Source: an optimization exercise on an open RTL-to-GDS flow (aim: small area and a short achievable clock period). Production flows keep margins and buffers that such runs may drop.
Function was checked by simulation only, so behaviour that the tests miss may differ from the original.
Power figures rest on the tool's default switching activity, not on a simulated workload.

## FourBitBP
module FourBitBP(
    input clk,
    input [2:0] branchID,
    input outcome,
    input reset,
    output reg miss
    );
For scale: roughly 1100 cells after synthesis, ~0.013 sq mm of cells after synthesis.
clock: 6.0 ns
lec_check: 0
abc_clock_period_in_ps: 2300
cap_margin: 20
core_margin: 2
core_utilization: 40
cts_buf_list: sky130_fd_sc_hd__clkbuf_4 sky130_fd_sc_hd__clkbuf_8
cts_cluster_size: 30
setup_slack_margin: 3.7
slew_margin: 20
run.sh (not shown) runs the stock make flow with config.mk's settings and CLKGATE_MAP_FILE= SYNTH_SCRIPT=/design/flow/synth_recipe.tcl, a recipe that flattens the netlist after the stock synthesis.
Change:
Settings changed: ABC_AREA set to 1, ABC_CLOCK_PERIOD_IN_PS 2300 to unset, CAP_MARGIN 20 to 0, CTS_BUF_LIST sky130_fd_sc_hd__clkbuf_4 sky130_fd_sc_hd__clkbuf_8 to sky130_fd_sc_hd__clkbuf_8, CTS_CLUSTER_DIAMETER set to 70, CTS_CLUSTER_SIZE 30 to 15, SLEW_MARGIN 20 to 0.
What happened: Design area drops by 7.3%. Clock power came out lower by 39%. Sequential share of layout area goes up by 4.0 points. Die area went down by 3.0%. Total power falls by 15%. Area after synthesis decreases by 3.1%. Hold slack gets worse by 0.051 ns. Clock skew is higher by 0.0069 ns. Routed wire length stays flat.
Change:
Settings changed: CAP_MARGIN 0 to 20, CTS_CLUSTER_SIZE 15 to 14, SLEW_MARGIN 0 to 20.
After rerunning: The changed run completed with no timing, DRC or antenna violations. Design area hardly moves. Cell count barely changes. First-iteration DRC count went down by 7.7%. Hold slack gets better by 0.0079 ns. Clock skew went down by 0.014 ns.
Change:
Settings changed: ABC_AREA 1 to unset, ABC_CLOCK_PERIOD_IN_PS set to 2300, CORE_UTILIZATION 40 to 65, CTS_BUF_LIST sky130_fd_sc_hd__clkbuf_8 to sky130_fd_sc_hd__clkbuf_4, CTS_CLUSTER_DIAMETER 70 to unset, CTS_CLUSTER_SIZE 14 to unset.
=> Clock-buffer cell count rose by 88; combinational power rose by a little under a tenth; clock power rose by well over a third; register-to-register slack got worse by 0.30 ns; synthesized area rose by a few percent; die area fell by a quarter to a third; power rose by about a fifth; routed wire length fell slightly.

* * *

== wip/zinc ==
Starting RTL as in the previous note.
make LEC_CHECK=0 ABC_AREA=1 CAP_MARGIN=20 CORE_MARGIN=2 CORE_UTILIZATION=40 CTS_BUF_LIST=sky130_fd_sc_hd__clkbuf_4 SETUP_SLACK_MARGIN=3.7 SLEW_MARGIN=20 finish   # period 6.0 ns
wip/zinc did not stop at any stage, and its layout met the timing, DRC and antenna checks.
## Diff of input files: wip/xenon against wip/zinc
- CTS_CLUSTER_DIAMETER newly set to 60
- CTS_BUF_LIST changed from sky130_fd_sc_hd__clkbuf_4 to sky130_fd_sc_hd__clkbuf_8
- SETUP_SLACK_MARGIN changed from 3.7 to 3.9
- CTS_CLUSTER_SIZE newly set to 12
==> comparison <==
- In the metrics for wip/xenon and wip/zinc, the one carrying the lower least setup slack across all paths after layout is wip/zinc.
- On wip/xenon: power density of the placed cells is about 12% lower than what wip/zinc gave.
- wip/xenon went all the way through the flow, and no timing, DRC or antenna check failed.
- Total power of wip/xenon is lower than that of wip/zinc.
For wip/juniper, these inputs were changed with respect to wip/xenon:
- SETUP_SLACK_MARGIN: 3.9 -> 3.55
- CTS_CLUSTER_DIAMETER: 60 -> 70
- CTS_CLUSTER_SIZE: 12 -> 15
Notes after the runs:
wip/juniper against wip/xenon; clock buffer count is down by more than 10%.
For wip/xenon, the most frequent standard cell in the layout excluding fill and tap cells was edfxtp_1, unlike wip/juniper, where it was nor2_1.
wip/xenon → wip/juniper: critical path arrival rose 0.12 ns, total power shows a reduction of 0.14 mW, hold slack down 0.0098 ns.
Routed wire in wip/juniper totals less than in wip/xenon.
Re number of buffers outside the clock class in the layout: wip/juniper and wip/xenon aren't equal, and the lower value belongs to wip/juniper.
Total negative slack for setup checks: wip/juniper vs wip/xenon, no meaningful difference
Compared with wip/xenon, wip/juniper shows a lower maximum frequency.
Relative to wip/juniper, the following input files were edited for wip/raven:
- PLACE_DENSITY newly set to 0.75
- SETUP_SLACK_MARGIN changed from 3.55 to 3.7
--- outcome ---
- Between wip/raven and wip/juniper, the difference in logic gate share of total power is negligible.
- Routed wire length (wip/raven over wip/juniper): decrease, 1400 µm
- Compared with wip/juniper, in wip/raven sum of buffers and inverters on the critical path picked up an extra 2; combinational power went down about 1%; design area shows an increase of 53 µm²; headroom to the max-slew limit lower; global-route usage dropped 0.78 points.
- Diff wip/juniper -> wip/raven: post-place setup slack now sits lower, met3 routing resource usage after global routing now sits higher, detailed route wirelength on metal3 now sits higher, post-route clock skew now sits higher.
Modified inputs, wip/umber compared to wip/raven
- a deleted CTS_BUF_LIST that had been sky130_fd_sc_hd__clkbuf_8
- a deleted CTS_CLUSTER_SIZE that had been 15
- an added ABC_CLOCK_PERIOD_IN_PS of 2300
- a deleted PLACE_DENSITY that had been 0.75
- a deleted CTS_CLUSTER_DIAMETER that had been 70
- a deleted ABC_AREA that had been 1
==> comparison <==
- Cmp wip/umber vs wip/raven: buffers plus inverters on the worst setup path lower in wip/umber
- HPWL after detailed placement shrinks by a few percent when moving from wip/raven to wip/umber.
- Against wip/raven, wip/umber comes in 6.1 points higher on multiplexer area fraction after synthesis.
- Row critical path depth: wip/umber lower / wip/raven higher
- Compared with wip/raven, wip/umber shows a higher wire length.
- As of wip/umber, total power had risen by more than a quarter compared to wip/raven.
- On wip/umber: worst hold-check slack is 0.030 ns higher than what wip/raven gave.
- Changes observed in wip/umber relative to wip/raven: global-route met3 utilization held; via count of the first global-routing pass went down 8.0%; total placed cells including tap cells went down 216; clock period minus worst slack went up 0.17 ns.

* * *

FourBitBP again, from the RTL that the note above started with.
Design FourBitBP, start of the top module:
module FourBitBP(
    input clk,
    input [2:0] branchID,
    input outcome,
    input reset,
    output reg miss
    );
    reg [3:0] BHT [0:7];
    reg [1:0] Counters [0:127];
    reg       rst_r;             
    reg [2:0] bid_r;             
    reg [3:0] h_r;               
    reg [1:0] c_r;               
    reg       o_r;               
    reg       self_r;            
    wire [1:0] wd_r = rst_r ? 2'b00 :
                      {(c_r[1] & c_r[0]) | (o_r & (c_r[1] | c_r[0])),
                       (c_r[1] & ~c_r[0]) | (o_r & (c_r[1] | ~c_r[0]))};
    wire [7:0]  we_b;
    wire [15:0] we_h;
    wire [1:0]  cb [0:7];
    genvar b, j;
    generate
        for (b = 0; b < 8; b = b + 1) begin : g_rd
            assign we_b[b] = rst_r | (bid_r == b);
            assign cb[b] = (rst_r | (self_r & (bid_r == b))) ? wd_r :
                           Counters[{b[2:0], BHT[b]}];
        end
        for (j = 0; j < 16; j = j + 1) begin : g_weh
            assign we_h[j] = rst_r | (h_r == j);
        end
    endgenerate
    wire [1:0] c = cb[branchID];
    wire [3:0] h = BHT[branchID];
    always @(posedge clk) begin
        miss   <= ~reset & (c[1] ^ outcome);
        rst_r  <= reset;
        bid_r  <= branchID;
        h_r    <= h;
        c_r    <= c;
        o_r    <= outcome;
  ...
Settings: LEC_CHECK=0, ABC_AREA=1, CAP_MARGIN=20, CORE_MARGIN=2, CORE_UTILIZATION=40, CTS_BUF_LIST=sky130_fd_sc_hd__clkbuf_8 sky130_fd_sc_hd__clkbuf_16, CTS_CLUSTER_DIAMETER=70, CTS_CLUSTER_SIZE=15, SETUP_SLACK_MARGIN=3.7, SLEW_MARGIN=20; clock period 6.0 ns.
Next try:
--- a/flow/config.mk
+++ b/flow/config.mk
@@ -12,3 +12,3 @@
-export CTS_BUF_LIST = sky130_fd_sc_hd__clkbuf_8 sky130_fd_sc_hd__clkbuf_16
-export CTS_CLUSTER_DIAMETER = 70
-export CTS_CLUSTER_SIZE = 15
+export CTS_BUF_LIST = sky130_fd_sc_hd__clkbuf_8
+export CTS_CLUSTER_DIAMETER = 80
+export CTS_CLUSTER_SIZE = 18
Worst hold slack gets better by 0.0098 ns.
Area after synthesis is unchanged.
Global-route usage barely changes.
Next try:
--- a/flow/config.mk
+++ b/flow/config.mk
@@ -8 +8 @@
-export ABC_AREA = 1
+export ABC_CLOCK_PERIOD_IN_PS = 2300
@@ -12,3 +12 @@
-export CTS_BUF_LIST = sky130_fd_sc_hd__clkbuf_8
-export CTS_CLUSTER_DIAMETER = 80
-export CTS_CLUSTER_SIZE = 18
+export CTS_BUF_LIST = sky130_fd_sc_hd__clkbuf_4
Via count went down by 1.5%.
Total power went up by 19%.
First-iteration DRC count went up by 13%.
Design area went up by 7.4%.
Area after synthesis went up by 3.2%.
Worst setup slack is worse by 0.19 ns.
Clock power went up by 77%.
Sequential power stays flat.
Sequential share of layout area went down by 3.7 points.
Wire length went up by 1.2%.
Die area went up by 3.1%.
Next try:
--- a/flow/config.mk
+++ b/flow/config.mk
@@ -8 +8 @@
-export ABC_CLOCK_PERIOD_IN_PS = 2300
+export ABC_AREA = 1
@@ -12 +12,3 @@
-export CTS_BUF_LIST = sky130_fd_sc_hd__clkbuf_4
+export CTS_BUF_LIST = sky130_fd_sc_hd__clkbuf_8
+export CTS_CLUSTER_DIAMETER = 70
+export CTS_CLUSTER_SIZE = 15
Clock skew went up by 0.0058 ns.
Routed wire length went down by 0.92%.
Synthesized cell count went up by 19%.
Worst setup slack gets better by 0.19 ns.
Cell count went up by 6.4%.
Core utilization went down by 1.5 points.

-- port drivers added, routing unchanged --
The results above use ideal ports. As a check the final layouts listed here were re-extracted and re-timed, cells and wires unchanged.
Step 1 (the two cells are an assumption about what drives the block):
set clk [get_ports {clk}]
set_driving_cell -lib_cell sky130_fd_sc_hd__clkbuf_16 $clk
set_driving_cell -lib_cell sky130_fd_sc_hd__buf_2 [delete_from_list [all_inputs] $clk]
Step 2 times the ports against the registers' clock, not the clock port: input delays grow and output delays shrink by t, the midpoint of the rising clock arrivals with the driver on.
Three values: ideal, step 1, step 2; two values: the first two.
run | t, ns | setup slack, ns | hold WS [ns] | clock arrival spread, ns
the first run of note 1 | 0.607 | 3.576 / 3.576 / 2.984 | 0.560 / 0.560 / 0.560 | 0.026 / 0.026
the second run of note 1 | 0.605 | 3.723 / 3.707 / 3.105 | 0.510 / 0.510 / 0.510 | 0.036 / 0.036
the third run of note 1 | 0.605 | 3.762 / 3.721 / 3.123 | 0.518 / 0.518 / 0.518 | 0.017 / 0.017
the fourth run of note 1 | 0.704 | 3.582 / 3.587 / 2.883 | 0.572 / 0.572 / 0.572 | 0.047 / 0.047
wip/zinc | 0.728 | 3.651 / 3.604 / 3.026 | 0.512 / 0.512 / 0.512 | 0.055 / 0.055
wip/xenon | 0.633 | 3.755 / 3.706 / 3.319 | 0.523 / 0.523 / 0.523 | 0.021 / 0.021
wip/juniper | 0.603 | 3.632 / 3.589 / 3.146 | 0.513 / 0.513 / 0.513 | 0.031 / 0.031
wip/raven | 0.610 | 3.739 / 3.718 / 3.126 | 0.536 / 0.536 / 0.536 | 0.036 / 0.036
wip/umber | 0.602 | 3.565 / 3.542 / 2.940 | 0.566 / 0.566 / 0.566 | 0.012 / 0.012
the first run of note 3 | 0.570 | 3.721 / 3.694 / 3.125 | 0.513 / 0.513 / 0.513 | 0.025 / 0.025
the second run of note 3 | 0.603 | 3.764 / 3.720 / 3.152 | 0.523 / 0.523 / 0.523 | 0.017 / 0.017
the third run of note 3 | 0.714 | 3.570 / 3.570 / 2.961 | 0.571 / 0.571 / 0.571 | 0.043 / 0.043
the fourth run of note 3 | 0.617 | 3.760 / 3.717 / 3.183 | 0.520 / 0.520 / 0.520 | 0.051 / 0.051
After both steps setup and hold are still met in every run listed. The setup slack of the fourth run of note 1, which loses most, moves by +0.005 ns with the drivers and by -0.699 ns with both steps.
